What follows belongs to an exercise in optimizing a design on an open flow for small area; a production flow would make more cautious choices.
In this exercise RTL edits were held to simulation tests only and were not proved equivalent to the original.
The clock input has no modelled driver; a real chip could not lean on it and would need a root buffer or a full tree.
Power figures rest on the tool's default switching activity, not on a simulated workload.

== run A ==
==> flow/design.v (excerpt) <==
module LM35INO(
	input clk,
	input rst,
	input ack,
	input [9:0] db,
	output [7:0] sseg,
	output [5:0] en
);
reg [14:0] ca;
reg ta_n;
wire ca_end = (ca & 15'd11007) == 15'd10922;
wire ca_clr = rst | ca_end;
always @(posedge clk) begin
	ca <= ca_clr ? 15'd630 : {~ca[13:0], ca[14] ^ ca[0]};
	ta_n <= rst | (ta_n ^ ca_end);
end
wire input_tick = ca_end & ta_n;
reg [15:0] cb;
reg tb_n;
wire cb_end = (cb & 16'd22527) == 16'd746;
wire cb_clr = rst | cb_end;
always @(posedge clk) begin
	cb <= cb_clr ? 16'd48720 : {~cb[14:0], ~(cb[15] ^ cb[6])};
	tb_n <= rst | (tb_n ^ cb_end);
end
wire sseg_tick = cb_end & tb_n;
reg [9:0] data;
always @(posedge clk)
	if (rst) data <= 10'd0;
	else if (input_tick & ack) data <= db;
function [3:0] st5;
	input [2:0] r;
	input b;
	reg [3:0] v;
	begin
		v = {r, b};
		st5[3] = (v >= 4'd5);
		st5[2:0] = (v >= 4'd5) ? v - 4'd5 : v;
	end
endfunction
reg [2:0] r1, r2;
reg [6:0] q1;
reg [3:0] q2, t;
integer i;
always @* begin
	r1 = {1'b0, data[9], data[8]};
	for (i = 7; i >= 1; i = i - 1) begin
		t = st5(r1, data[i]);
		q1[i-1] = t[3];
		r1 = t[2:0];
	end
	r2 = {1'b0, q1[6], q1[5]};
	q2[3:2] = 2'b00;
	for (i = 4; i >= 1; i = i - 1) begin
		t = st5(r2, q1[i]);
		q2[i-1] = t[3];
		r2 = t[2:0];
	end
end
wire [3:0] ones = {r1, data[0]};
wire [3:0] tens = {r2, q1[0]};
wire [3:0] hund = (q2 == 4'd10) ? 4'd0 : q2;
reg [1:0] pos;
reg [3:0] digit;
wire [1:0] pos_nx = (pos == 2'd3) ? 2'd1 : pos + 2'd1;
always @(posedge clk) begin
	if (rst) begin
		pos <= 2'd0;
		digit <= 4'd0;
  ...
Size: about 260 cells after synthesis, ~27 I/O pins, roughly 2000 um^2 of cells after synthesis.
clock: 20.0 ns
lec_check: 0
abc_area: 1
cap_margin: 20
core_margin: 2
core_utilization: 40
slew_margin: 20
standard.sh (not shown) runs the stock make flow with config.mk's settings and CLKGATE_MAP_FILE= SYNTH_SCRIPT=/design/flow/synth_recipe.tcl, a recipe that flattens the netlist after the stock synthesis.
==> flow/flow/run.sh <==
#!/bin/bash
# The standard layout (standard.sh) with these changes:
#  - synthesis is synth_recipe.tcl unchanged except that ABC maps the logic with
#    flow/abc_best.tcl (area-oriented scripts, no buffering or upsizing, best of
#    six seeds) and Yosys does not extract half/full adders before ABC
#    (ADDER_MAP_FILE empty);
#  - the port buffers are the smallest buffer cell;
#  - CTS uses clkbuf_4 and adds no dummy clock loads; flow/cts_post.tcl then makes
#    any clock buffer driving more than 12 flip-flops a clkbuf_8.
#  - the constant outputs share one tie cell (SKIP_REPAIR_TIE_FANOUT).
# Each tool's output goes to the ORFS logs; make's own output to standard.log.
set -euo pipefail
W=$(pwd)
export FLOW_FLOWDIR="$W/flow"
sed 's#log_cmd abc {\*}\$abc_args#source '"$W"'/flow/abc_best.tcl#' \
    "$FLOW_HOME/scripts/synth.tcl" > my_synth_body.tcl
grep -q "flow/abc_best.tcl" my_synth_body.tcl
sed "s#source \$::env(SCRIPTS_DIR)/synth.tcl#source $W/my_synth_body.tcl#" synth_recipe.tcl > my_synth.tcl
grep -q "my_synth_body.tcl" my_synth.tcl
sed -e "s#SYNTH_SCRIPT=[^ ]*#SYNTH_SCRIPT=$W/my_synth.tcl#" \
    -e "s#CLKGATE_MAP_FILE= #CLKGATE_MAP_FILE= ADDER_MAP_FILE= #" standard.sh > my_standard.sh
grep -q "my_synth.tcl" my_standard.sh
grep -q "ADDER_MAP_FILE= " my_standard.sh
export BUFFER_PORTS_ARGS="-buffer_cell sky130_fd_sc_hd__buf_1"
export CTS_ARGS="-sink_clustering_enable -repair_clock_nets -dont_use_dummy_load -buf_list {sky130_fd_sc_hd__clkbuf_4}"
export POST_CTS_TCL="$W/flow/cts_post.tcl"
export SKIP_REPAIR_TIE_FANOUT=1
bash my_standard.sh > standard.log 2>&1
==> flow/flow/cts_post.tcl <==
# Run by ORFS at the end of its CTS step (POST_CTS_TCL): a clock buffer that drives
# more than 12 flip-flops is made a clkbuf_8, so that clock-pin slews stay low;
# the cells are then legalized again.
estimate_parasitics -placement
foreach inst [get_cells clkbuf_*] {
  set out [get_pins -of_objects $inst -filter "direction==output"]
  set n [llength [get_pins -of_objects [get_nets -of_objects $out] -filter "direction==input"]]
  if { $n > 12 } {
    puts "cts_post: [get_full_name $inst] drives $n pins, now sky130_fd_sc_hd__clkbuf_8"
    replace_cell $inst sky130_fd_sc_hd__clkbuf_8
  }
}
detailed_placement
check_placement -verbose
estimate_parasitics -placement
Other scripts of this flow, unchanged in this note and not shown: flow/flow/abc_best.tcl, flow/flow/abc_s0.script, flow/flow/abc_s1.script, flow/flow/abc_s2.script, flow/flow/abc_s3.script, flow/flow/abc_s4.script, flow/flow/abc_s5.script
Changes in run B relative to run A:
diff --git a/flow/flow/run.sh b/flow/flow/run.sh
--- a/flow/flow/run.sh
+++ b/flow/flow/run.sh
@@ -3,9 +3,10 @@
 #  - synthesis is synth_recipe.tcl unchanged except that ABC maps the logic with
 #    flow/abc_best.tcl (area-oriented scripts, no buffering or upsizing, best of
-#    six seeds) and Yosys does not extract half/full adders before ABC
+#    ten seeds) and Yosys does not extract half/full adders before ABC
 #    (ADDER_MAP_FILE empty);
 #  - the port buffers are the smallest buffer cell;
 #  - CTS uses clkbuf_4 and adds no dummy clock loads; flow/cts_post.tcl then makes
-#    any clock buffer driving more than 12 flip-flops a clkbuf_8.
+#    any clock buffer driving more than 12 flip-flops a clkbuf_8 and removes the
+#    root clock buffer, so the clock port drives the 4 leaf buffers;
 #  - the constant outputs share one tie cell (SKIP_REPAIR_TIE_FANOUT).
 # Each tool's output goes to the ORFS logs; make's own output to standard.log.
==> flow/flow/abc_s6.script (new file) <==
strash
&get -n
&deepsyn -T 60 -S 6
&put
dch
amap
topo
stime -c
==> flow/flow/abc_s7.script (new file) <==
strash
&get -n
&deepsyn -T 60 -S 7
&put
dch
amap
topo
stime -c
==> flow/flow/abc_s8.script (new file) <==
strash
&get -n
&deepsyn -T 60 -S 8
&put
dch
amap
topo
stime -c
==> flow/flow/abc_s9.script (new file) <==
strash
&get -n
&deepsyn -T 60 -S 9
&put
dch
amap
topo
stime -c
==> flow/flow/cts_post.tcl <==
# Run by ORFS at the end of its CTS step (POST_CTS_TCL).
# 1. A clock buffer that drives more than 12 flip-flops is made a clkbuf_8, so that
#    clock-pin slews stay low.
estimate_parasitics -placement
foreach inst [get_cells clkbuf_*] {
  set out [get_pins -of_objects $inst -filter "direction==output"]
  set n [llength [get_pins -of_objects [get_nets -of_objects $out] -filter "direction==input"]]
  if { $n > 12 } {
    puts "cts_post: [get_full_name $inst] drives $n pins, now sky130_fd_sc_hd__clkbuf_8"
    replace_cell $inst sky130_fd_sc_hd__clkbuf_8
  }
}
set root [get_cells -quiet clkbuf_0_clk]
if { [llength $root] == 1 } {
  set rin [get_pins -of_objects $root -filter "direction==input"]
  set rout [get_pins -of_objects $root -filter "direction==output"]
  set innet [get_nets -of_objects $rin]
  set outnet [get_nets -of_objects $rout]
  set sinks [get_pins -of_objects $outnet -filter "direction==input"]
  set all_bufs 1
  foreach s $sinks {
    if { ![string match "*clkbuf*" [get_property [get_cells -of_objects $s] ref_name]] } { set all_bufs 0 }
  }
  if { [get_full_name $innet] eq "clk" && [llength $sinks] <= 4 && $all_bufs } {
    puts "cts_post: removing root buffer, clock port drives [llength $sinks] buffers"
    foreach s $sinks {
      disconnect_pin $outnet $s
      connect_pin $innet $s
    }
    disconnect_pin $innet $rin
    disconnect_pin $outnet $rout
    delete_instance $root
    delete_net $outnet
  }
}
detailed_placement
check_placement -verbose
estimate_parasitics -placement
## What came out
The fraction of the cycle the final worst path needs in run B sits 0.56 points below the value recorded for run A.
Share of power burned in combinational logic: lower on run A
The area overhead of the layout relative to synthesis in run B sits 0.37 points below the value recorded for run A.
NOTE: clock tree cell share of total cell area in run B falls short of that of run A
Later-pin clock latency in the skew report, run B and run A: smaller value in run B
Relative to run B, the following input files were edited for run C:
diff --git a/flow/flow/run.sh b/flow/flow/run.sh
--- a/flow/flow/run.sh
+++ b/flow/flow/run.sh
@@ -3,11 +3,9 @@
 #  - synthesis is synth_recipe.tcl unchanged except that ABC maps the logic with
 #    flow/abc_best.tcl (area-oriented scripts, no buffering or upsizing, best of
-#    ten seeds) and Yosys does not extract half/full adders before ABC
+#    six seeds) and Yosys does not extract half/full adders before ABC
 #    (ADDER_MAP_FILE empty);
 #  - the port buffers are the smallest buffer cell;
 #  - CTS uses clkbuf_4 and adds no dummy clock loads; flow/cts_post.tcl then makes
-#    any clock buffer driving more than 12 flip-flops a clkbuf_8 and removes the
-#    root clock buffer, so the clock port drives the 4 leaf buffers;
-#  - the constant outputs share one tie cell (SKIP_REPAIR_TIE_FANOUT).
+#    any clock buffer driving more than 12 flip-flops a clkbuf_8.
 # Each tool's output goes to the ORFS logs; make's own output to standard.log.
 set -euo pipefail
==> flow/flow/cts_post.tcl <==
# Run by ORFS at the end of its CTS step (POST_CTS_TCL): a clock buffer that drives
# more than 12 flip-flops is made a clkbuf_8, so that clock-pin slews stay low;
# the cells are then legalized again.
estimate_parasitics -placement
foreach inst [get_cells clkbuf_*] {
  set out [get_pins -of_objects $inst -filter "direction==output"]
  set n [llength [get_pins -of_objects [get_nets -of_objects $out] -filter "direction==input"]]
  if { $n > 12 } {
    puts "cts_post: [get_full_name $inst] drives $n pins, now sky130_fd_sc_hd__clkbuf_8"
    replace_cell $inst sky130_fd_sc_hd__clkbuf_8
  }
}
detailed_placement
check_placement -verbose
estimate_parasitics -placement
removed: flow/flow/abc_s6.script
removed: flow/flow/abc_s7.script
removed: flow/flow/abc_s8.script
removed: flow/flow/abc_s9.script
Findings:
Run B: done, clean on timing, DRC and antenna. Run C did not stop at any stage, and its layout met the timing, DRC and antenna checks. Run C vs. run B: maximum frequency dropped about 2%; post-route fraction of the period consumed by the critical path climbed 0.56 points; worst setup skew after layout barely changed. Per the comparison of run C with run B, routed wire length on met3 fell 19%, flop-to-flop setup slack about even. Run C vs run B, worst setup path endpoint: sseg[3] vs digit[2].
Changes in run D relative to run C:
diff --git a/flow/flow/run.sh b/flow/flow/run.sh
--- a/flow/flow/run.sh
+++ b/flow/flow/run.sh
@@ -24,4 +24,3 @@
 export CTS_ARGS="-sink_clustering_enable -repair_clock_nets -dont_use_dummy_load -buf_list {sky130_fd_sc_hd__clkbuf_4}"
 export POST_CTS_TCL="$W/flow/cts_post.tcl"
-export SKIP_REPAIR_TIE_FANOUT=1
 bash my_standard.sh > standard.log 2>&1
### Flow results
Diff run C -> run D: count of non-filler cells in the finished layout up 2; via count of the first global-routing pass up 46; area growth from synthesis to layout up 0.37 points.
In the tables for run D and run C, wire length reads higher with run D.
Via density per instance is lower on run C
Taking run C as the reference, in run D via count grew by 2.9%, post-route fraction of the period consumed by the critical path held steady, leakage dissipation grew by 0.0000065 uW.
On fraction of power consumed by the clock network, run D and run C are basically level.
Diff run C -> run D: area of all placed cells without fillers increased about 0.34%, post-synthesis instance area essentially unchanged.

## what the ideal ports hide
The flow's constraints put no driver on any port. The routed layouts listed below were extracted and timed again, unchanged, in two steps.
Step 1 assumes that a clkbuf_16 drives the clock port and a buf_2 every other input.
Step 2, shift: input delay + t, output delay - t, t = (earliest + latest rising clock arrival at the registers) / 2. This alone moves slack from input paths to output paths.
Slacks: ideal ports / drivers / drivers and shift; pairs: ideal ports / drivers.
| run | shift t [ns] | setup WS [ns] | worst setup path at the end | latest minus earliest clock arrival (ns) | worst slew at a driven data input, ns |
|---|---|---|---|---|---|
| run A | 0.358 | 14.250 / 14.227 / 14.366 | register to register | 0.038 / 0.039 | 0.03 |
| run B | 0.203 | 14.363 / 14.363 / 14.363 | register to register | 0.038 / 0.039 | 0.03 |
| run C | 0.358 | 14.250 / 14.227 / 14.366 | register to register | 0.038 / 0.039 | 0.03 |
| run D | 0.365 | 14.234 / 14.212 / 14.333 | register to register | 0.029 / 0.029 | 0.03 |
After both steps setup and hold are still met in every run listed.
